What follows belongs to an exercise in optimizing a design on an open flow for small area and a short achievable clock period; a production flow would make more cautious choices.
RTL that was checked went through simulation tests only; none was proved equivalent to the original.
The RTL of run 1 was laid out without a check of its function.
No activity file was given, so power comes from the tool's default toggle rates.

==> flow/design.v, too long to show whole: its modules and the start of the top module <==
// module mul_R: 519 lines
// module mul_G: 531 lines
// module mul_B: 594 lines
// module mul_R_ct: 45 lines
// module mul_G_ct: 45 lines
// module mul_B_ct: 45 lines
// module add25: 92 lines
// module a1_ct23: 45 lines
// module a2_ct23: 45 lines
// module add8: 25 lines
// module add24: 89 lines
// module RGBtoGray: 331 lines
module RGBtoGray (r, g, b, valid_in, clk, rst, grayout, valid_out);
  // ...
==> flow/flow/run.sh <==
#!/bin/bash
# 1. the standard synthesis (standard.sh synth), unchanged.
# 2. flow/invpush.py: full adders are self-dual, so an fa cell can take complemented inputs and
#    give complemented outputs; it flips fa cells where that needs fewer inverters. Registers,
#    ports and every register's and port's logic function stay as synthesis made them.
set -euo pipefail
R=orfs/results/${FLOW_PLATFORM}/RGBtoGray/base
bash standard.sh SETUP_SLACK_MARGIN=8.5 'BUFFER_PORTS_ARGS=-buffer_cell sky130_fd_sc_hd__buf_1' synth > synth.log 2>&1
python3 flow/invpush.py $R/1_2_yosys.v $R/1_2_yosys.inv.v > invpush.log 2>&1
mv $R/1_2_yosys.inv.v $R/1_2_yosys.v
rm -f $R/1_synth.odb
bash standard.sh SETUP_SLACK_MARGIN=8.5 'BUFFER_PORTS_ARGS=-buffer_cell sky130_fd_sc_hd__buf_1' finish > standard_flow.log 2>&1
==> flow/flow/invpush.py <==
#!/usr/bin/env python3
"""Push inverters through full-adder cells in a flat sky130 netlist written by Yosys.
A full adder is self-dual: FA(~a,~b,~c) = (~sum, ~cout). Each fa cell may be flipped to take
complemented inputs and give complemented outputs; the flips are chosen greedily to need the
fewest inverters. The logic function of every net that is a port or a register pin is unchanged.
Usage: invpush.py IN.v OUT.v"""
import re, sys
from collections import defaultdict

src = open(sys.argv[1]).read()
inst_re = re.compile(r'^  (sky130_fd_sc_hd__\w+) (\S+)\s+\((.*?)\n  \);\n', re.S | re.M)
pin_re = re.compile(r'\.(\w+)\(([^()]*)\)')
OUTS = {'X', 'Y', 'Q', 'Q_N', 'SUM', 'COUT', 'HI', 'LO'}
insts = []
for m in inst_re.finditer(src):
    typ, name, body = m.group(1), m.group(2), m.group(3)
    pins = [(p, n.strip()) for p, n in pin_re.findall(body)]
    insts.append(dict(typ=typ, name=name, pins=pins, span=m.span()))
# ports
ports = set()
for m in re.finditer(r'^\s*(input|output)\s+(\[\d+:\d+\])?\s*(\S+);', src, re.M):
    w, n = m.group(2), m.group(3)
    if w:
        hi, lo = map(int, w[1:-1].split(':'))
        for i in range(min(hi, lo), max(hi, lo) + 1): ports.add(f"{n}[{i}]")
    ports.add(n)
def is_inv(t): return re.match(r'sky130_fd_sc_hd__(clk)?inv_\d+$', t) is not None
def is_fa(t): return re.match(r'sky130_fd_sc_hd__fa_\d+$', t) is not None
driver = {}
for k, it in enumerate(insts):
    for p, n in it['pins']:
        if p in OUTS: driver[n] = (k, p)
inv_in = {}
for k, it in enumerate(insts):
    if is_inv(it['typ']):
        d = dict(it['pins']); inv_in[d['Y']] = d['A']
# protected inverters: output is a port
def base(n):
    pol = 0
    seen = 0
    while n in inv_in and n not in ports and seen < 100:
        n = inv_in[n]; pol ^= 1; seen += 1
    return n, pol
removable = set()
for k, it in enumerate(insts):
    if is_inv(it['typ']):
        y = dict(it['pins'])['Y']
        if y not in ports: removable.add(k)
# loads: (inst k, pin p) for input pins of non-removable cells, on net n -> (base, pol)
loads = []
for k, it in enumerate(insts):
    if k in removable: continue
    for p, n in it['pins']:
        if p in OUTS: continue
        if n.startswith("1'") or n == '': continue
        b, pol = base(n)
        loads.append((k, p, b, pol))
fa = [k for k, it in enumerate(insts) if is_fa(it['typ'])
      and not any(p in OUTS and n in ports for p, n in it['pins'])]
flip = defaultdict(int)
def drvflip(b):
    d = driver.get(b)
    return flip[d[0]] if d and is_fa(insts[d[0]]['typ']) else 0
# per base: list of (load k, pol)
byb = defaultdict(list)
for k, p, b, pol in loads: byb[b].append((k, pol))
fa_in = defaultdict(set); fa_out = defaultdict(set)
for k, p, b, pol in loads:
    if is_fa(insts[k]['typ']): fa_in[k].add(b)
for b, (k, p) in driver.items():
    if is_fa(insts[k]['typ']): fa_out[k].add(b)
def cost_b(b):
    av = drvflip(b)
    return 1 if any((pol ^ flip[k]) != av for k, pol in byb[b]) else 0
def local(k):
    return sum(cost_b(b) for b in fa_in[k] | fa_out[k])
before = sum(cost_b(b) for b in byb)
for it_ in range(20):
    changed = 0
    for k in fa:
        c0 = local(k); flip[k] ^= 1; c1 = local(k)
        if c1 < c0: changed += 1
        else: flip[k] ^= 1
    if not changed: break
# then a short deterministic annealing run from the greedy result, keeping the best
import random, math
rng = random.Random(12345)
cur = sum(cost_b(b) for b in byb)
best = cur; best_flip = {k: flip[k] for k in fa}
T = 1.0
steps = 400 * len(fa) if fa else 0
for st in range(steps):
    k = fa[rng.randrange(len(fa))]
    c0 = local(k); flip[k] ^= 1; c1 = local(k)
    dlt = c1 - c0
    if dlt <= 0 or rng.random() < math.exp(-dlt / T):
        cur += dlt
        if cur < best:
            best = cur; best_flip = {k2: flip[k2] for k2 in fa}
    else:
        flip[k] ^= 1
    T = max(0.05, 1.0 * (1 - st / steps))
for k in fa: flip[k] = best_flip[k]
after = sum(cost_b(b) for b in byb)
# rewrite
newinv = {}
cnt = [0]
def inv_net(b):
    if b not in newinv:
        cnt[0] += 1
        newinv[b] = f"_invp{cnt[0]}_"
    return newinv[b]
repl = {}
for k, p, b, pol in loads:
    need = pol ^ flip[k]
    repl[(k, p)] = b if need == drvflip(b) else inv_net(b)
def esc(n):
    return n + ' ' if n.startswith('\\') else n
out = []
pos = 0
for k, it in enumerate(insts):
    s, e = it['span']
    out.append(src[pos:s]); pos = e
    if k in removable: continue
    lines = [f"  {it['typ']} {esc(it['name'])} ("]
    pl = []
    for p, n in it['pins']:
        pl.append(f"    .{p}({esc(repl.get((k, p), n))})")
    lines.append(",\n".join(pl))
    lines.append("  );\n")
    out.append("\n".join(lines))
rest = src[pos:]
extra = []
for b, n in newinv.items():
    extra.append(f"  sky130_fd_sc_hd__inv_1 {n}c (\n    .A({esc(b)}),\n    .Y({n})\n  );\n")
rest = rest.replace("endmodule", "".join(extra) + "endmodule", 1)
out.append(rest)
text = "".join(out)
decl = "".join(f"  wire {n};\n" for n in newinv.values())
text = re.sub(r'(module RGBtoGray\([^)]*\);\n)', lambda m: m.group(1) + decl, text, count=1)
open(sys.argv[2], 'w').write(text)
sys.stderr.write(f"invpush: inverters {len(removable)} -> {len(newinv)} (model {before} -> {after}), flipped {sum(flip[k] for k in fa)} of {len(fa)} fa\n")
==> flow/standard.sh <==
#!/bin/bash
# synth_recipe.tcl (not shown) runs the flow's synth.tcl, then flattens the netlist and writes it again
# the make line also repeats each setting of config.mk as NAME=value (left out here)
make -C /OpenROAD-flow-scripts/flow DESIGN_CONFIG=/design/flow/config.mk WORK_HOME=/design/flow/orfs CLKGATE_MAP_FILE= SYNTH_SCRIPT=/design/flow/synth_recipe.tcl "${@:-finish}"
==> flow/config.mk <==
export PLATFORM = sky130hd
export DESIGN_NAME = RGBtoGray
export DESIGN_NICKNAME = RGBtoGray
export VERILOG_FILES = /design/flow/design.v
export SDC_FILE = /design/flow/constraint.sdc
export NUM_CORES = 4
export LEC_CHECK = 0
export ABC_AREA = 1
export CAP_MARGIN = 20
export CORE_MARGIN = 2
export CORE_UTILIZATION = 60
export CTS_BUF_LIST = sky130_fd_sc_hd__clkbuf_16
export CTS_CLUSTER_DIAMETER = 60
export CTS_CLUSTER_SIZE = 25
export PLACE_DENSITY = 0.8
export SLEW_MARGIN = 20
==> flow/constraint.sdc <==
create_clock -name core_clock -period 12.0 [get_ports {clk}]
set_input_delay 2.4000 -clock core_clock [delete_from_list [all_inputs] [get_ports {clk}]]
set_output_delay 2.4000 -clock core_clock [all_outputs]
set_load 0.01 [all_outputs]
==> run summary, run 1 <==
- Status: no timing/DRC/antenna violations
- Vias in the first global route: around 32000
- Initial Utilization: 60.8%
- Hold WS: 304 ps
- Hold WC Path Type: reg -> reg
- Max-Cap Viols: 0
- Row count: 99
- CTS root buffer: clkbuf_16
- Initial antenna violation count: 2
- Setup Fix Bufs, Post-CTS: 70
- Reg area: 17400 um^2
- Clock network fraction of total power: 15.0%
- RR Endpoint: clB_q2
- Worst r2r src: b_q1[1]
- Mapped Nets: ~5500
- Max-slew violations: 0
- Hold Buf Count CTS: 0
- Vias per std cell: 5.46
- GR peak layer: met2
- Sequential cells: 860
- DR WL/cell: 18.2 um
- Largest power group: combinational logic
- Met2 usage: a little under half
- #MultiIn Comb: 3138
- Family with the most delay on the worst path: adder cells
- Tap Cells: 959
- Levels on crit path: 11
- DP Area: 45800 um^2
- Worst Setup EP: clB_q2
- Sequential power: 4.63 mW
- Multi-input combinational area share: 50.3%
==> module RGBtoGray, before the edit <==
module RGBtoGray (r, g, b, valid_in, clk, rst, grayout, valid_out);
  input [31:0] r, g, b;
  input valid_in, clk, rst;
  output [31:0] grayout;
  output valid_out;
  reg [31:0] r_q1;
  always @(posedge clk) r_q1 <= r;
  reg [31:0] g_q1;
  always @(posedge clk) g_q1 <= g;
  reg [31:0] b_q1;
  always @(posedge clk) b_q1 <= b;
  wire [24:0] haR, hbR; wire [0:0] clR;
  mul_R umR(.f(r_q1[22:0]), .ha(haR), .hb(hbR), .cl(clR));
  wire [0:0] hR = (r_q1[22:0] >= 23'd5639165);
  wire [7:0] eR = r_q1[30:23] + 8'd254 + {7'd0, hR};
  wire [0:0] sR = r_q1[31];
  wire [0:0] ziR = (r_q1[30:23] == 8'd0);
  wire [24:0] haG, hbG; wire [0:0] clG;
  mul_G umG(.f(g_q1[22:0]), .ha(haG), .hb(hbG), .cl(clG));
  wire [0:0] hG = (g_q1[22:0] >= 23'd5902036);
  wire [7:0] eG = g_q1[30:23] + 8'd255 + {7'd0, hG};
  wire [0:0] sG = g_q1[31];
  wire [0:0] ziG = (g_q1[30:23] == 8'd0);
  wire [24:0] haB, hbB; wire [0:0] clB;
  mul_B umB(.f(b_q1[22:0]), .ha(haB), .hb(hbB), .cl(clB));
  wire [0:0] hB = (b_q1[22:0] >= 23'd809428);
  wire [7:0] eB = b_q1[30:23] + 8'd252 + {7'd0, hB};
  wire [0:0] sB = b_q1[31];
  wire [0:0] ziB = (b_q1[30:23] == 8'd0);
  wire [0:0] zR = ziR | (eR == 8'd0);
  wire [0:0] zG = ziG | (eG == 8'd0);
  reg [24:0] haR_q2;
  always @(posedge clk) haR_q2 <= haR;
  reg [24:0] hbR_q2;
  always @(posedge clk) hbR_q2 <= hbR;
  reg [0:0] clR_q2;
  always @(posedge clk) clR_q2 <= clR;
  reg [0:0] hR_q2;
  always @(posedge clk) hR_q2 <= hR;
  reg [7:0] eR_q2;
  always @(posedge clk) eR_q2 <= eR;
  reg [0:0] sR_q2;
  always @(posedge clk) sR_q2 <= sR;
  reg [24:0] haG_q2;
  always @(posedge clk) haG_q2 <= haG;
  reg [24:0] hbG_q2;
  always @(posedge clk) hbG_q2 <= hbG;
  reg [0:0] clG_q2;
  always @(posedge clk) clG_q2 <= clG;
  reg [0:0] hG_q2;
  always @(posedge clk) hG_q2 <= hG;
  reg [7:0] eG_q2;
  always @(posedge clk) eG_q2 <= eG;
  reg [0:0] sG_q2;
  always @(posedge clk) sG_q2 <= sG;
  reg [24:0] haB_q2;
  always @(posedge clk) haB_q2 <= haB;
  reg [24:0] hbB_q2;
  always @(posedge clk) hbB_q2 <= hbB;
  reg [0:0] clB_q2;
  always @(posedge clk) clB_q2 <= clB;
  reg [0:0] hB_q2;
  always @(posedge clk) hB_q2 <= hB;
  reg [7:0] eB_q2;
  always @(posedge clk) eB_q2 <= eB;
  reg [0:0] sB_q2;
  always @(posedge clk) sB_q2 <= sB;
  reg [0:0] ziB_q2;
  always @(posedge clk) ziB_q2 <= ziB;
  reg [0:0] zR_q2;
  always @(posedge clk) zR_q2 <= zR;
  reg [0:0] zG_q2;
  always @(posedge clk) zG_q2 <= zG;
  wire [7:0] a1_dxy, a1_dyx; wire a1_cxy, a1_cyx;
  add8 a1_usxy(.a(eG_q2), .b(~eR_q2), .ci(1'b1), .s(a1_dxy), .co(a1_cxy));
  add8 a1_usyx(.a(eR_q2), .b(~eG_q2), .ci(1'b1), .s(a1_dyx), .co(a1_cyx));
  wire [0:0] a1_exlt = ~a1_cxy;
  wire [0:0] a1_eq = a1_cxy & a1_cyx;
  wire [7:0] a1_d = ~a1_cxy ? a1_dyx : a1_dxy;
  wire [24:0] pR; wire pcR;
  add25 uadR(.a(haR_q2), .b(hbR_q2), .ci(clR_q2), .s(pR), .co(pcR));
  wire [22:0] fR = hR_q2 ? pR[23:1] : pR[22:0];
  wire [24:0] pG; wire pcG;
  add25 uadG(.a(haG_q2), .b(hbG_q2), .ci(clG_q2), .s(pG), .co(pcG));
  wire [22:0] fG = hG_q2 ? pG[23:1] : pG[22:0];
  wire [24:0] pB; wire pcB;
  add25 uadB(.a(haB_q2), .b(hbB_q2), .ci(clB_q2), .s(pB), .co(pcB));
  wire [22:0] fB = hB_q2 ? pB[23:1] : pB[22:0];
  wire [0:0] sB2 = ziB_q2 ? 1'b0 : sB_q2;
  wire [7:0] eB2 = ziB_q2 ? 8'd0 : eB_q2;
  wire [22:0] fB2 = ziB_q2 ? 23'd0 : fB;
  reg [0:0] sR_q3;
  always @(posedge clk) sR_q3 <= sR_q2;
  reg [7:0] eR_q3;
  always @(posedge clk) eR_q3 <= eR_q2;
  reg [22:0] fR_q3;
  always @(posedge clk) fR_q3 <= fR;
  reg [0:0] zR_q3;
  always @(posedge clk) zR_q3 <= zR_q2;
  reg [0:0] sG_q3;
  always @(posedge clk) sG_q3 <= sG_q2;
  reg [7:0] eG_q3;
  always @(posedge clk) eG_q3 <= eG_q2;
  reg [22:0] fG_q3;
  always @(posedge clk) fG_q3 <= fG;
  reg [0:0] zG_q3;
  always @(posedge clk) zG_q3 <= zG_q2;
  reg [0:0] sB2_q3;
  always @(posedge clk) sB2_q3 <= sB2;
  reg [7:0] eB2_q3;
  always @(posedge clk) eB2_q3 <= eB2;
  reg [22:0] fB2_q3;
  always @(posedge clk) fB2_q3 <= fB2;
  reg [7:0] a1_d_q3;
  always @(posedge clk) a1_d_q3 <= a1_d;
  reg [0:0] a1_exlt_q3;
  always @(posedge clk) a1_exlt_q3 <= a1_exlt;
  reg [0:0] a1_eq_q3;
  always @(posedge clk) a1_eq_q3 <= a1_eq;
  wire [0:0] a1_sely = ~zR_q3 & (zG_q3 | a1_exlt_q3);
  wire [7:0] a1_el = a1_sely ? eR_q3 : eG_q3;
  wire [22:0] a1_flE = a1_sely ? fR_q3 : fG_q3;
  wire [22:0] a1_fsE = a1_sely ? fG_q3 : fR_q3;
  wire [0:0] a1_nz = ~zG_q3 & ~zR_q3;
  wire [0:0] a1_zxy = zG_q3 & zR_q3;
  wire a1_fxge;
  a1_ct23 a1_ucmp(.a(fG_q3), .b(~fR_q3), .ci(1'b1), .co(a1_fxge));
  wire [0:0] a1_swm = a1_nz & a1_eq_q3 & ~a1_fxge;
  wire [0:0] a1_sl = (a1_sely | a1_swm) ? sR_q3 : sG_q3;
  wire [0:0] a1_sub = sG_q3 ^ sR_q3;
  wire [0:0] a1_kill = zG_q3 | zR_q3 | (a1_d_q3[7:5] != 3'd0) | (a1_d_q3[4:3] == 2'b11);
  wire [23:0] a1_a0 = {1'b1, a1_fsE};
  wire [23:0] a1_a1 = a1_d_q3[0] ? {1'b0, a1_a0[23:1]} : a1_a0;
  wire [23:0] a1_a2 = a1_d_q3[1] ? {2'b0, a1_a1[23:2]} : a1_a1;
  wire [23:0] a1_a3 = a1_d_q3[2] ? {4'b0, a1_a2[23:4]} : a1_a2;
  wire [23:0] a1_a4 = a1_d_q3[3] ? {8'b0, a1_a3[23:8]} : a1_a3;
  wire [23:0] a1_a5 = a1_d_q3[4] ? {16'b0, a1_a4[23:16]} : a1_a4;
  wire [23:0] a1_msE = a1_kill ? 24'd0 : a1_a5;
  wire [22:0] a1_fl = a1_flE;
  wire [23:0] a1_ms = a1_msE;
  reg [7:0] a1_el_q4;
  always @(posedge clk) a1_el_q4 <= a1_el;
  reg [22:0] a1_fl_q4;
  always @(posedge clk) a1_fl_q4 <= a1_fl;
  reg [23:0] a1_ms_q4;
  always @(posedge clk) a1_ms_q4 <= a1_ms;
  reg [0:0] a1_sl_q4;
  always @(posedge clk) a1_sl_q4 <= a1_sl;
  reg [0:0] a1_sub_q4;
  always @(posedge clk) a1_sub_q4 <= a1_sub;
  reg [0:0] a1_zxy_q4;
  always @(posedge clk) a1_zxy_q4 <= a1_zxy;
  reg [0:0] a1_nz_q4;
  always @(posedge clk) a1_nz_q4 <= a1_nz;
  reg [0:0] a1_swm_q4;
  always @(posedge clk) a1_swm_q4 <= a1_swm;
  reg [0:0] sB2_q4;
  always @(posedge clk) sB2_q4 <= sB2_q3;
  reg [7:0] eB2_q4;
  always @(posedge clk) eB2_q4 <= eB2_q3;
  reg [22:0] fB2_q4;
  always @(posedge clk) fB2_q4 <= fB2_q3;
  wire [23:0] a1_ma; wire a1_mc;
  add24 a1_uadd(.a({1'b1, a1_fl_q4}), .b(a1_ms_q4 ^ {24{a1_sub_q4}}), .ci(a1_sub_q4 & ~a1_swm_q4), .s(a1_ma), .co(a1_mc));
  wire [24:0] a1_m = {a1_mc & ~a1_sub_q4, a1_ma};
  reg [7:0] a1_el_q5;
  always @(posedge clk) a1_el_q5 <= a1_el_q4;
  reg [24:0] a1_m_q5;
  always @(posedge clk) a1_m_q5 <= a1_m;
  reg [0:0] a1_sl_q5;
  always @(posedge clk) a1_sl_q5 <= a1_sl_q4;
  reg [0:0] a1_zxy_q5;
  always @(posedge clk) a1_zxy_q5 <= a1_zxy_q4;
  reg [0:0] a1_nz_q5;
  always @(posedge clk) a1_nz_q5 <= a1_nz_q4;
  reg [0:0] a1_swm_q5;
  always @(posedge clk) a1_swm_q5 <= a1_swm_q4;
  reg [0:0] sB2_q5;
  always @(posedge clk) sB2_q5 <= sB2_q4;
  reg [7:0] eB2_q5;
  always @(posedge clk) eB2_q5 <= eB2_q4;
  reg [22:0] fB2_q5;
  always @(posedge clk) fB2_q5 <= fB2_q4;
  wire [23:0] a1_n0 = a1_m_q5[23:0] ^ {24{a1_swm_q5}};
  wire a1_z16 = (a1_n0[23:8] == 16'd0);
  wire [23:0] a1_n1 = a1_z16 ? {a1_n0[7:0], 16'd0} : a1_n0;
  wire a1_z8 = (a1_n1[23:16] == 8'd0);
  wire [23:0] a1_n2 = a1_z8 ? {a1_n1[15:0], 8'd0} : a1_n1;
  wire a1_z4 = (a1_n2[23:20] == 4'd0);
  wire [23:0] a1_n3 = a1_z4 ? {a1_n2[19:0], 4'd0} : a1_n2;
  wire a1_z2 = (a1_n3[23:22] == 2'd0);
  wire [23:0] a1_n4 = a1_z2 ? {a1_n3[21:0], 2'd0} : a1_n3;
  wire a1_z1 = ~a1_n4[23];
  wire [23:0] a1_n5 = a1_z1 ? {a1_n4[22:0], 1'b0} : a1_n4;
  wire [0:0] a1_mz = ~a1_m_q5[24] & ~a1_n4[23] & ~a1_n4[22];
  wire [22:0] a1_fo = a1_m_q5[24] ? a1_m_q5[23:1] : a1_n5[22:0];
  wire [5:0] a1_lzn = {a1_m_q5[24], ~a1_z16, ~a1_z8, ~a1_z4, ~a1_z2, ~a1_z1};
  reg [7:0] a1_el_q6;
  always @(posedge clk) a1_el_q6 <= a1_el_q5;
  reg [5:0] a1_lzn_q6;
  always @(posedge clk) a1_lzn_q6 <= a1_lzn;
  reg [22:0] a1_fo_q6;
  always @(posedge clk) a1_fo_q6 <= a1_fo;
  reg [0:0] a1_mz_q6;
  always @(posedge clk) a1_mz_q6 <= a1_mz;
  reg [0:0] a1_sl_q6;
  always @(posedge clk) a1_sl_q6 <= a1_sl_q5;
  reg [0:0] a1_zxy_q6;
  always @(posedge clk) a1_zxy_q6 <= a1_zxy_q5;
  reg [0:0] a1_nz_q6;
  always @(posedge clk) a1_nz_q6 <= a1_nz_q5;
  reg [0:0] sB2_q6;
  always @(posedge clk) sB2_q6 <= sB2_q5;
  reg [7:0] eB2_q6;
  always @(posedge clk) eB2_q6 <= eB2_q5;
  reg [22:0] fB2_q6;
  always @(posedge clk) fB2_q6 <= fB2_q5;
  wire [7:0] a1_eadd; wire a1_eco;
  add8 a1_uexp(.a(a1_el_q6), .b(a1_lzn_q6[5] ? 8'd0 : {3'b111, a1_lzn_q6[4:0]}), .ci(1'b1), .s(a1_eadd), .co(a1_eco));
  wire [7:0] a1_eo = a1_mz_q6 ? 8'd0 : a1_eadd;
  wire [0:0] a1_so = a1_mz_q6 ? 1'b0 : a1_sl_q6;
  wire [22:0] a1_fo2 = a1_fo_q6;
  wire [0:0] a1_zo = a1_zxy_q6 | (a1_nz_q6 & (a1_eo == 8'd0));
  wire [7:0] a2_dxy, a2_dyx; wire a2_cxy, a2_cyx;
  add8 a2_usxy(.a(eB2_q6), .b(~a1_eo), .ci(1'b1), .s(a2_dxy), .co(a2_cxy));
  add8 a2_usyx(.a(a1_eo), .b(~eB2_q6), .ci(1'b1), .s(a2_dyx), .co(a2_cyx));
  wire [0:0] a2_exlt = ~a2_cxy;
  wire [0:0] a2_eq = a2_cxy & a2_cyx;
  wire [7:0] a2_d = ~a2_cxy ? a2_dyx : a2_dxy;
  reg [0:0] a1_so_q7;
  always @(posedge clk) a1_so_q7 <= a1_so;
  reg [7:0] a1_eo_q7;
  always @(posedge clk) a1_eo_q7 <= a1_eo;
  reg [22:0] a1_fo2_q7;
  always @(posedge clk) a1_fo2_q7 <= a1_fo2;
  reg [0:0] a1_zo_q7;
  always @(posedge clk) a1_zo_q7 <= a1_zo;
  reg [0:0] sB2_q7;
  always @(posedge clk) sB2_q7 <= sB2_q6;
  reg [7:0] eB2_q7;
  always @(posedge clk) eB2_q7 <= eB2_q6;
  reg [22:0] fB2_q7;
  always @(posedge clk) fB2_q7 <= fB2_q6;
  reg [7:0] a2_d_q7;
  always @(posedge clk) a2_d_q7 <= a2_d;
  reg [0:0] a2_exlt_q7;
  always @(posedge clk) a2_exlt_q7 <= a2_exlt;
  reg [0:0] a2_eq_q7;
  always @(posedge clk) a2_eq_q7 <= a2_eq;
  wire [0:0] zBx = (eB2_q7 == 8'd0);
  wire [0:0] a2_sely = ~a1_zo_q7 & (zBx | a2_exlt_q7);
  wire [7:0] a2_el = a2_sely ? a1_eo_q7 : eB2_q7;
  wire [22:0] a2_flE = a2_sely ? a1_fo2_q7 : fB2_q7;
  wire [22:0] a2_fsE = a2_sely ? fB2_q7 : a1_fo2_q7;
  wire [0:0] a2_nz = ~zBx & ~a1_zo_q7;
  wire [0:0] a2_zxy = zBx & a1_zo_q7;
  wire a2_fxge;
  a2_ct23 a2_ucmp(.a(fB2_q7), .b(~a1_fo2_q7), .ci(1'b1), .co(a2_fxge));
  wire [0:0] a2_swm = a2_nz & a2_eq_q7 & ~a2_fxge;
  wire [0:0] a2_sl = (a2_sely | a2_swm) ? a1_so_q7 : sB2_q7;
  wire [0:0] a2_sub = sB2_q7 ^ a1_so_q7;
  wire [0:0] a2_kill = zBx | a1_zo_q7 | (a2_d_q7[7:5] != 3'd0) | (a2_d_q7[4:3] == 2'b11);
  wire [23:0] a2_a0 = {1'b1, a2_fsE};
  wire [23:0] a2_a1 = a2_d_q7[0] ? {1'b0, a2_a0[23:1]} : a2_a0;
  wire [23:0] a2_a2 = a2_d_q7[1] ? {2'b0, a2_a1[23:2]} : a2_a1;
  wire [23:0] a2_a3 = a2_d_q7[2] ? {4'b0, a2_a2[23:4]} : a2_a2;
  wire [23:0] a2_a4 = a2_d_q7[3] ? {8'b0, a2_a3[23:8]} : a2_a3;
  wire [23:0] a2_a5 = a2_d_q7[4] ? {16'b0, a2_a4[23:16]} : a2_a4;
  wire [23:0] a2_msE = a2_kill ? 24'd0 : a2_a5;
  wire [22:0] a2_fl = a2_flE;
  wire [23:0] a2_ms = a2_msE;
  reg [7:0] a2_el_q8;
  always @(posedge clk) a2_el_q8 <= a2_el;
  reg [22:0] a2_fl_q8;
  always @(posedge clk) a2_fl_q8 <= a2_fl;
  reg [23:0] a2_ms_q8;
  always @(posedge clk) a2_ms_q8 <= a2_ms;
  reg [0:0] a2_sl_q8;
  always @(posedge clk) a2_sl_q8 <= a2_sl;
  reg [0:0] a2_sub_q8;
  always @(posedge clk) a2_sub_q8 <= a2_sub;
  reg [0:0] a2_swm_q8;
  always @(posedge clk) a2_swm_q8 <= a2_swm;
  wire [23:0] a2_ma; wire a2_mc;
  add24 a2_uadd(.a({1'b1, a2_fl_q8}), .b(a2_ms_q8 ^ {24{a2_sub_q8}}), .ci(a2_sub_q8 & ~a2_swm_q8), .s(a2_ma), .co(a2_mc));
  wire [24:0] a2_m = {a2_mc & ~a2_sub_q8, a2_ma};
  reg [7:0] a2_el_q9;
  always @(posedge clk) a2_el_q9 <= a2_el_q8;
  reg [24:0] a2_m_q9;
  always @(posedge clk) a2_m_q9 <= a2_m;
  reg [0:0] a2_sl_q9;
  always @(posedge clk) a2_sl_q9 <= a2_sl_q8;
  reg [0:0] a2_swm_q9;
  always @(posedge clk) a2_swm_q9 <= a2_swm_q8;
  wire [23:0] a2_n0 = a2_m_q9[23:0] ^ {24{a2_swm_q9}};
  wire a2_z16 = (a2_n0[23:8] == 16'd0);
  wire [23:0] a2_n1 = a2_z16 ? {a2_n0[7:0], 16'd0} : a2_n0;
  wire a2_z8 = (a2_n1[23:16] == 8'd0);
  wire [23:0] a2_n2 = a2_z8 ? {a2_n1[15:0], 8'd0} : a2_n1;
  wire a2_z4 = (a2_n2[23:20] == 4'd0);
  wire [23:0] a2_n3 = a2_z4 ? {a2_n2[19:0], 4'd0} : a2_n2;
  wire a2_z2 = (a2_n3[23:22] == 2'd0);
  wire [23:0] a2_n4 = a2_z2 ? {a2_n3[21:0], 2'd0} : a2_n3;
  wire a2_z1 = ~a2_n4[23];
  wire [23:0] a2_n5 = a2_z1 ? {a2_n4[22:0], 1'b0} : a2_n4;
  wire [0:0] a2_mz = ~a2_m_q9[24] & ~a2_n4[23] & ~a2_n4[22];
  wire [22:0] a2_fo = a2_m_q9[24] ? a2_m_q9[23:1] : a2_n5[22:0];
  wire [5:0] a2_lzn = {a2_m_q9[24], ~a2_z16, ~a2_z8, ~a2_z4, ~a2_z2, ~a2_z1};
  reg [7:0] a2_el_q10;
  always @(posedge clk) a2_el_q10 <= a2_el_q9;
  reg [5:0] a2_lzn_q10;
  always @(posedge clk) a2_lzn_q10 <= a2_lzn;
  reg [22:0] a2_fo_q10;
  always @(posedge clk) a2_fo_q10 <= a2_fo;
  reg [0:0] a2_mz_q10;
  always @(posedge clk) a2_mz_q10 <= a2_mz;
  reg [0:0] a2_sl_q10;
  always @(posedge clk) a2_sl_q10 <= a2_sl_q9;
  wire [7:0] a2_eadd; wire a2_eco;
  add8 a2_uexp(.a(a2_el_q10), .b(a2_lzn_q10[5] ? 8'd0 : {3'b111, a2_lzn_q10[4:0]}), .ci(1'b1), .s(a2_eadd), .co(a2_eco));
  wire [7:0] a2_eo = a2_mz_q10 ? 8'd0 : a2_eadd;
  wire [0:0] a2_so = a2_mz_q10 ? 1'b0 : a2_sl_q10;
  wire [22:0] a2_fo2 = a2_fo_q10;
  wire [31:0] gout = {a2_so, a2_eo, a2_fo2};
  reg [31:0] gout_q11;
  always @(posedge clk) gout_q11 <= gout;
  assign grayout = gout_q11;
  reg [10:0] vp;
  always @(posedge clk) vp <= rst ? 11'd0 : {vp[9:0], valid_in};
  assign valid_out = vp[10];
endmodule
==> run 2, diff against run 1 <==
--- a/flow/design.v
+++ b/flow/design.v
@@ -2084,19 +2084,19 @@
   always @(posedge clk) g_q1 <= g;
   reg [31:0] b_q1;
   always @(posedge clk) b_q1 <= b;
-  wire [24:0] haR, hbR; wire [0:0] clR;
+  wire [24:0] haR, hbR; wire clR;
   mul_R umR(.f(r_q1[22:0]), .ha(haR), .hb(hbR), .cl(clR));
   wire [0:0] hR = (r_q1[22:0] >= 23'd5639165);
   wire [7:0] eR = r_q1[30:23] + 8'd254 + {7'd0, hR};
   wire [0:0] sR = r_q1[31];
   wire [0:0] ziR = (r_q1[30:23] == 8'd0);
-  wire [24:0] haG, hbG; wire [0:0] clG;
+  wire [24:0] haG, hbG; wire clG;
   mul_G umG(.f(g_q1[22:0]), .ha(haG), .hb(hbG), .cl(clG));
   wire [0:0] hG = (g_q1[22:0] >= 23'd5902036);
   wire [7:0] eG = g_q1[30:23] + 8'd255 + {7'd0, hG};
   wire [0:0] sG = g_q1[31];
   wire [0:0] ziG = (g_q1[30:23] == 8'd0);
-  wire [24:0] haB, hbB; wire [0:0] clB;
+  wire [24:0] haB, hbB; wire clB;
   mul_B umB(.f(b_q1[22:0]), .ha(haB), .hb(hbB), .cl(clB));
   wire [0:0] hB = (b_q1[22:0] >= 23'd809428);
   wire [7:0] eB = b_q1[30:23] + 8'd252 + {7'd0, hB};
==> flow/flow/run.sh (replaced) <==
#!/bin/bash
# 1. the standard synthesis (standard.sh synth), unchanged.
# 2. flow/invpush.py: full adders are self-dual, so an fa cell can take complemented inputs and
#    give complemented outputs; it flips fa cells where that needs fewer inverters.
# 3. flow/reabc.ys: ABC re-maps the remaining combinational cells (area script flow/reabc.script);
#    fa, ha and flip-flop cells are kept, so registers keep their names and cell types.
set -euo pipefail
R=orfs/results/${FLOW_PLATFORM}/RGBtoGray/base
LIB=${FLOW_HOME}/platforms/${FLOW_PLATFORM}/lib/sky130_fd_sc_hd__tt_025C_1v80.lib
YOSYS=$(command -v yosys || echo ${FLOW_HOME}/../tools/install/yosys/bin/yosys)
bash standard.sh SETUP_SLACK_MARGIN=8.5 'BUFFER_PORTS_ARGS=-buffer_cell sky130_fd_sc_hd__buf_1' synth > synth.log 2>&1
python3 flow/invpush.py $R/1_2_yosys.v $R/1_2_yosys.inv.v > invpush.log 2>&1
sed "s#@LIB@#$LIB#g; s#@IN@#$R/1_2_yosys.inv.v#; s#@OUT@#$R/1_2_yosys.abc.v#; s#@SCRIPT@#flow/reabc.script#" flow/reabc.ys > reabc_run.ys
$YOSYS -s reabc_run.ys > reabc.log 2>&1
mv $R/1_2_yosys.abc.v $R/1_2_yosys.v
rm -f $R/1_synth.odb
bash standard.sh SETUP_SLACK_MARGIN=8.5 'BUFFER_PORTS_ARGS=-buffer_cell sky130_fd_sc_hd__buf_1' finish > standard_flow.log 2>&1
==> flow/flow/reabc.script (new file) <==
strash
&get -n
&st
&dch -f
&nf -R 1000
&put
topo
stime -c
buffer -c
upsize -c
dnsize -c
==> flow/flow/reabc.ys (new file) <==
# Re-map the combinational cells of the synthesized netlist with ABC (script reabc.script).
# Full adders, half adders, flip-flops and tie cells stay as they are, so every register keeps
# its name and cell type. @LIB@, @IN@, @OUT@, @SCRIPT@ are filled in by run.sh.
read_liberty -ignore_miss_func -ignore_miss_dir @LIB@
read_verilog @IN@
hierarchy -top RGBtoGray
setattr -mod -set keep_hierarchy 1 sky130_fd_sc_hd__fa_* sky130_fd_sc_hd__ha_* sky130_fd_sc_hd__df* sky130_fd_sc_hd__conb_*
flatten
opt_clean
abc -liberty @LIB@ -dont_use sky130_fd_sc_hd__probe_p_8 -dont_use sky130_fd_sc_hd__probec_p_8 -dont_use sky130_fd_sc_hd__lpflow_bleeder_1 -dont_use sky130_fd_sc_hd__lpflow_clkbufkapwr_1 -dont_use sky130_fd_sc_hd__lpflow_clkbufkapwr_16 -dont_use sky130_fd_sc_hd__lpflow_clkbufkapwr_2 -dont_use sky130_fd_sc_hd__lpflow_clkbufkapwr_4 -dont_use sky130_fd_sc_hd__lpflow_clkbufkapwr_8 -dont_use sky130_fd_sc_hd__lpflow_clkinvkapwr_1 -dont_use sky130_fd_sc_hd__lpflow_clkinvkapwr_16 -dont_use sky130_fd_sc_hd__lpflow_clkinvkapwr_2 -dont_use sky130_fd_sc_hd__lpflow_clkinvkapwr_4 -dont_use sky130_fd_sc_hd__lpflow_clkinvkapwr_8 -dont_use sky130_fd_sc_hd__lpflow_decapkapwr_12 -dont_use sky130_fd_sc_hd__lpflow_decapkapwr_3 -dont_use sky130_fd_sc_hd__lpflow_decapkapwr_4 -dont_use sky130_fd_sc_hd__lpflow_decapkapwr_6 -dont_use sky130_fd_sc_hd__lpflow_decapkapwr_8 -dont_use sky130_fd_sc_hd__lpflow_inputiso0n_1 -dont_use sky130_fd_sc_hd__lpflow_inputiso0p_1 -dont_use sky130_fd_sc_hd__lpflow_inputiso1n_1 -dont_use sky130_fd_sc_hd__lpflow_inputiso1p_1 -dont_use sky130_fd_sc_hd__lpflow_inputisolatch_1 -dont_use sky130_fd_sc_hd__lpflow_isobufsrc_1 -dont_use sky130_fd_sc_hd__lpflow_isobufsrc_16 -dont_use sky130_fd_sc_hd__lpflow_isobufsrc_2 -dont_use sky130_fd_sc_hd__lpflow_isobufsrc_4 -dont_use sky130_fd_sc_hd__lpflow_isobufsrc_8 -dont_use sky130_fd_sc_hd__lpflow_isobufsrckapwr_16 -dont_use sky130_fd_sc_hd__lpflow_lsbuf_lh_hl_isowell_tap_1 -dont_use sky130_fd_sc_hd__lpflow_lsbuf_lh_hl_isowell_tap_2 -dont_use sky130_fd_sc_hd__lpflow_lsbuf_lh_hl_isowell_tap_4 -dont_use sky130_fd_sc_hd__lpflow_lsbuf_lh_isowell_4 -dont_use sky130_fd_sc_hd__lpflow_lsbuf_lh_isowell_tap_1 -dont_use sky130_fd_sc_hd__lpflow_lsbuf_lh_isowell_tap_2 -dont_use sky130_fd_sc_hd__lpflow_lsbuf_lh_isowell_tap_4  -script @SCRIPT@
opt_clean
hierarchy -top RGBtoGray
delete sky130_fd_sc_hd__*
write_verilog -noattr -noexpr @OUT@
--- a/flow/config.mk
+++ b/flow/config.mk
@@ -9,8 +9,8 @@
 export CAP_MARGIN = 20
 export CORE_MARGIN = 2
 export CORE_UTILIZATION = 60
-export CTS_BUF_LIST = sky130_fd_sc_hd__clkbuf_16
-export CTS_CLUSTER_DIAMETER = 60
-export CTS_CLUSTER_SIZE = 25
+export CTS_BUF_LIST = sky130_fd_sc_hd__clkbuf_8
+export CTS_CLUSTER_DIAMETER = 50
+export CTS_CLUSTER_SIZE = 16
 export PLACE_DENSITY = 0.8
 export SLEW_MARGIN = 20
==> run summary, run 2 <==
- Die Area: 72800 um^2
- Detailed-route via count: 29633
- Post-Route WL: 105 mm
- Tmin final: roughly 4000 ps
- Routed Antenna Nets: 0
- Status: no timing/DRC/antenna violations
- Tcrit/Tclk final: 33.2%
- Leakage: between 20 and 25 nW
- Worst setup path class: reg -> reg
- Remaining global-route overflow: 0
- Worst path required time: roughly 13000 ps
- Unrepaired setup endpoints after global routing: yes
- Worst path arrival time: 4560 ps
- Setup WS pre-CTS: 5970 ps
- Avg Cell Area, Syn: 11.3 um^2
- Final Core Density: 73.1%
- Vias per std cell: 5.70 (+4.3%)
- Share of layout cells above drive strength 1: between 20% and 30%
- Fill cell count: 4632
- GRT Total Usage: 27.5%
- Tightest Pin Transition: 1270 ps
- Endpoint class of the critical path: flip-flop
- Most frequent cells in the layout: dfxtp_1, fa_1, nor2_1
- Setup Viol. Count Final: 0
- Hold Fails Final Rpt: 0
- CP startpoint kind: flip-flop
- Initial antenna violation count: 2 (unchanged)
- Initial drt markers: approximately 2300
- Largest net degree at the start of global routing: 65
- Most common cell after layout, fill and taps aside: dfxtp_1
- Area of the multi-input gates: 26300 um^2
- Max H-tree Level: 3
- Post-Synthesis Cells: 3735
- Post-route DRC violation count: 0
- Drt pass-1 iters: 12
- Hold Buf Count CTS: 0 (unchanged)
- Max-slew violations: 0 (unchanged)
- TritonCTS buffer count: 87
- DR WL/cell: 20.2 um (+11%)
- IR drop worst, VDD: 0.206 mV
- First-pass GRT wire length: ~160 mm
- PnR worst setup slack: 8020 ps
- Die height: 270 um
- Clock buffer depth: 3
- Die X: 270 um
- Post-Syn Area: 42400 um^2
- TritonCTS clock tree: done
- Crit-path max FO: 7
- Slew margin rel.: approximately 15%
- Row count: 97 (-2.0%)
- Yosys Warn Count: 1
- Clock Sinks: between 800 and 900
- Mapped Nets: 4568 (-17%)
- Fmax: between 200 and 300 MHz
- Total Power: ~16 mW
- Power per cell area: 303 nW/um^2
- CTS root buffer: clkbuf_8
- CTS clk-pin slew, worst paths: approximately 90 ps
- Area grow syn2layout: 20.7%
- Clk latency of the worst-skew pair: 720 ps
- Hpwl dp: 69.9 mm
- Final RePlAce weighted congestion: 0.955
- Final net count: 5032
- I/O pin count: 132
- TNS Setup: 0 ps
- Max-Cap Viols: 0 (unchanged)
- Core area: about 70000 um^2
- Vias in the first global route: 30301 (-5.8%)
- Reg area: 17400 um^2 (about the same)
- Initial Utilization: 60.5% (-0.28 points)
- Hold WC Path Type: reg -> reg
- I/O Buffers: approximately 130
- Clock Skew: 25.2 ps
[run 2: critical path, stage by stage (launching register included)]
cell	delay, ps
dfxtp_4	430
xor2_4	180
or4_4	560
nor4_4	330
buf_6	200
mux2i_4	90
nor4_4	330
and2_4	280
a21oi_4	100
nand4_4	140
inv_2	70
a21boi_4	170
inv_4	80
buf_12	130
nor2_4	120
buf_6	180
mux2i_4	290
o221ai_2	150
[run 2: final timing paths]
check	start	to	slack [ps]	cells after the start
min	a2_fo_q10[0]	gout_q11[0]	310	0
max	a2_swm_q9	a2_fo_q10[15]	8020	17
min reg2reg	a2_fo_q10[0]	gout_q11[0]	310	0
max reg2reg	a2_swm_q9	a2_fo_q10[15]	8020	17
[run 2: area by class of cell]
class                           instances  area share (%)
Sequential cell                       860            34.1
Timing Repair Buffer                  415            6.09
Clock buffer                           92            2.47
Tap cell                              940            2.30
Timing Repair inverter                  1          0.0122
Clock inverter                         56            1.14
Antenna cell                            1         0.00489
Inverter                              287            2.49
Multi-Input combinational cell       2547            51.4
[run 2: stage by stage]
step                cells  cell area (um^2)  hold slack (ps)
floorplan            3735             42800              310
CTS                  5089             48900              318
global route         5199             51200              318
global placement     4758             44300              310
finish               5199             51200              314
detailed placement   4758             44300              312
[run 2: layer usage]
layer  vias to the layer above  routed length, um  global-route usage (%)
li1                      13503                  -                       -
met1                     14432              42000                    35.2
met2                      1298              50400                    45.9
met3                       398               7140                    4.93
met4                         2               5470                    11.9
met5                         -                 10                       0
[run 2: report_power, final]
part / internal [mW] / switching (mW) / total, mW
sequential: 3.97 / 0.703 / 4.67
combinational: 4.03 / 4.88 / 8.91
clock: 0.823 / 1.12 / 1.94
total: 8.82 / 6.70 / 15.5
[run 2: timing repair]
item                                    CTS  global route
gates cloned                             15             9
pin swaps                               105           125
buffers inserted                        168           100
resized for setup                       362           299
endpoints found under the setup margin  176           160
endpoints found under the hold margin     0             0
==> run 3, diff against run 2 <==
==> flow/flow/reabc.script (replaced) <==
strash
dch -f
map -B 0.9
topo
stime -c
buffer -c
upsize -c
dnsize -c
==> run summary, run 3 <==
- Fmax: 273 MHz (+8.8%)
- Power per cell area: 277 nW/um^2 (-8.7%)
- Clock Sinks: 860 (unchanged)
- Clock buffer depth: 3 (unchanged)
- Max H-tree Level: 3 (unchanged)
- Final net count: 5808 (+15%)
- Levels on crit path: 11 (-6)
- Reg area: 17500 um^2 (+0.29%)
- Clk latency of the worst-skew pair: 720 ps (about the same)
- Hold WS: 311 ps (-3.74 ps)
- Routed Antenna Nets: 0 (unchanged)
- Slew margin rel.: 25.8% (+11 points)
- Area of the multi-input gates: 25100 um^2 (-4.6%)
- Mapped Nets: 5449 (+19%)
- Worst path required time: 12600 ps (+20 ps)
- Worst R2R Setup Slack: 8340 ps (+320 ps)
- Initial drt markers: 2626 (+15%)
- CP startpoint kind: flip-flop
- Critical-path cell list: inv_2 > fa_1 > fa_1 > fa_1 > fa_1 > nor2_2 > nor3_2 > a221o_1 > o21bai_1 > nand2_1 > nand2_1
- Clock Skew: 28.6 ps (+3.45 ps)
- Fill cell count: 5291 (+14%)
- I/O pin count: 132 (unchanged)
- Most used cell, CP: fa_1
- Area grow syn2layout: 13.4%
- Hold Fails Final Rpt: 0 (unchanged)
- Post-Syn Area: 44300 um^2 (+4.4%)
- Cells on Worst Hold Path: 0 (unchanged)
- I/O Buffers: 131 (unchanged)
- Crit-path max FO: 6 (-1)
- TritonCTS buffer count: 83 (-4.6%)
- Remaining global-route overflow: 0 (unchanged)
- Detailed-route via count: 32505 (+9.7%)
- Most frequent cells in the layout: nand2_1, dfxtp_1, inv_1
- Initial Utilization: 60.7% (+0.14 points)
- Post-Synthesis Cells: 4616 (+24%)
- Family with the most delay on the worst path: adder cells
- Max-Cap Viols: 0 (unchanged)
- Largest net degree at the start of global routing: 95 (+46%)
- Die X: 276 um (+2.2%)
- TritonCTS clock tree: done
- Avg Cell Area, Syn: 9.59 um^2 (-16%)
- Cell depth of the worst flop-to-flop path: 11 (-6)
- GR peak layer: met2
- WP buf/inv: 1 (-4)
- Drt pass-1 iters: 8 (-4)
- First-pass GRT wire length: 164 mm (+3.2%)
- Leakage: 23.2 nW (+8.5%)
- Vias per std cell: 5.43 (-4.8%)
- Tmin final: 3660 ps (-322 ps)
- Initial antenna violation count: 1 (-1)
- Met3 usage: 5.26% (+0.33 points)
- Core area: 73000 um^2 (+4.2%)
- Crit-path slowest cell: fa_1
- CTS root buffer: clkbuf_8
- Die height: 276 um (+2.2%)
- IR drop worst, VDD: 0.279 mV (+36%)
- Hold WC Path Type: reg -> reg
- Row count: 99 (+2.1%)
- TNS Setup: 0 ps (unchanged)
- Tightest Pin Transition: 1110 ps (-161 ps)
- Unrepaired setup endpoints after global routing: yes
- Status: no timing/DRC/antenna violations
- Worst setup path class: reg -> reg
- Worst path arrival time: 4260 ps (-300 ps)
- Met2 usage: 47.0% (+1.1 points)
- Post-Route WL: 110 mm (+4.6%)
- DR WL/cell: 18.3 um (-9.2%)
- Met1 Usage GRT: 34.2% (-1.0 points)
- Die Area: 75900 um^2 (+4.4%)
- GRT Total Usage: 27.5% (+0.037 points)
- Setup Viol. Count Final: 0 (unchanged)
- Max-slew violations: 0 (unchanged)
- CP max stage delay: 580 ps (+20 ps)
- Tcrit/Tclk final: 30.5% (-2.7 points)
- Most common cell after layout, fill and taps aside: nand2_1
- Share of layout cells above drive strength 1: 13.4% (-9.2 points)
- Post-route DRC violation count: 0 (unchanged)
- Endpoint class of the critical path: flip-flop
- Vias in the first global route: 31824 (+5.0%)
- Hpwl dp: 78.0 mm (+12%)
- CTS clk-pin slew, worst paths: 90 ps (about the same)
- Yosys Warn Count: 1 (unchanged)
- Final RePlAce weighted congestion: 0.970 (+1.6%)
[run 3: cell types whose count changed in the layout (fill, tap and decap cells not counted), sizes merged, moves of 19 or more]
cell    delta
nand2    +849
inv      +282
o21ai    +197
nand3    +151
a21oi    -134
mux2i     -99
buf       -74
nor2      -69
xnor2     -50
nor2b     -46
o221ai    -37
mux2      -25
a21o      -19
[run 3: timing repair]
action | CTS | global route
setup buffers | 49 | 151
cloned | 5 | 5
hold buffers | 0 | 0
pin swaps | 20 | 57
setup endpoints to repair | 141 | 142
endpoints found under the hold margin | 0 | 0
gates resized for setup | 177 | 206
[run 3: final cells by class]
cell class / instances / area share, %
inverters: 566 / 4.56
flip-flops and latches: 860 / 34.8
well taps: 959 / 2.39
diodes: 2 / 0.00997
repair buffers: 340 / 4.65
clock buffers: 84 / 2.30
clock inverters: 55 / 1.24
multi-input cells: 3124 / 50.0
[run 3: path summary, 6_finish.rpt]
kind	from	end
worst max register to register	b_q1[13]	clB_q2
worst min register to register	a2_fo_q10[13]	gout_q11[13]
worst max-delay path	b_q1[13]	clB_q2
worst min-delay path	a2_fo_q10[13]	gout_q11[13]
[run 3: per-layer routing]
layer,wire (um),vias to the layer above
li1,-,15349
met1,42000,15288
met2,53500,1438
met3,8280,430
met4,6100,0
met5,0,-
[run 3: per-stage QoR]
step                      setup slack (ps)  utilization [%]  std cells  total power, mW  instance area [um^2]
after floorplan                       8410                -       4616             9.42                 44300
after global placement                7850             62.6       5639             11.0                 45700
after detailed placement              7710             62.6       5639             11.2                 45700
after CTS                             8280             66.2       5832             13.3                 48300
after global routing                  8200             68.8       5988             15.1                 50200
final                                 8340             68.8       5990             13.9                 50200
[run 3: power by group]
part	total (mW)	switching, mW	internal, mW
clock network	1.91	1.07	0.838
registers	4.61	0.653	3.96
logic	7.39	4.50	2.89
[run 3: worst register-to-register path, delay by kind of cell, from the launching register on]
family / cells / cell delay (ps)
compound gates: 2 / 520
fa+ha+maj: 4 / 2110
buf+inv: 1 / 210
flops: 1 / 360
simple gates: 4 / 370

## separate check: timing with driven ports
No port has a modelled driver above. Below, the same layouts with a new extraction and two added sets of constraints.
Step 1 sets driving cells, clkbuf_16 on the clock port and buf_2 on the other inputs (assumed; they add their load-dependent delay and slew).
Step 2 moves the port delays by t, midway between the first and last clock arrival at a register: inputs arrive t later, outputs are due t later. That takes back most of the time a late clock gives input paths.
Three values: ideal ports, drivers, drivers and shift; two values: the first two.
| run | t (ns) | setup WS [ns] | worst setup path at the end | worst register clock-pin slew, ns |
|---|---|---|---|---|
| run 1 | 0.705 | 8.277 / 8.277 / 8.277 | register to register | 0.09 / 0.09 |
| run 2 | 0.768 | 8.021 / 8.021 / 8.021 | register to register | 0.10 / 0.10 |
| run 3 | 0.774 | 8.343 / 8.343 / 8.343 | register to register | 0.10 / 0.10 |
After both steps setup and hold are still met in every run listed.
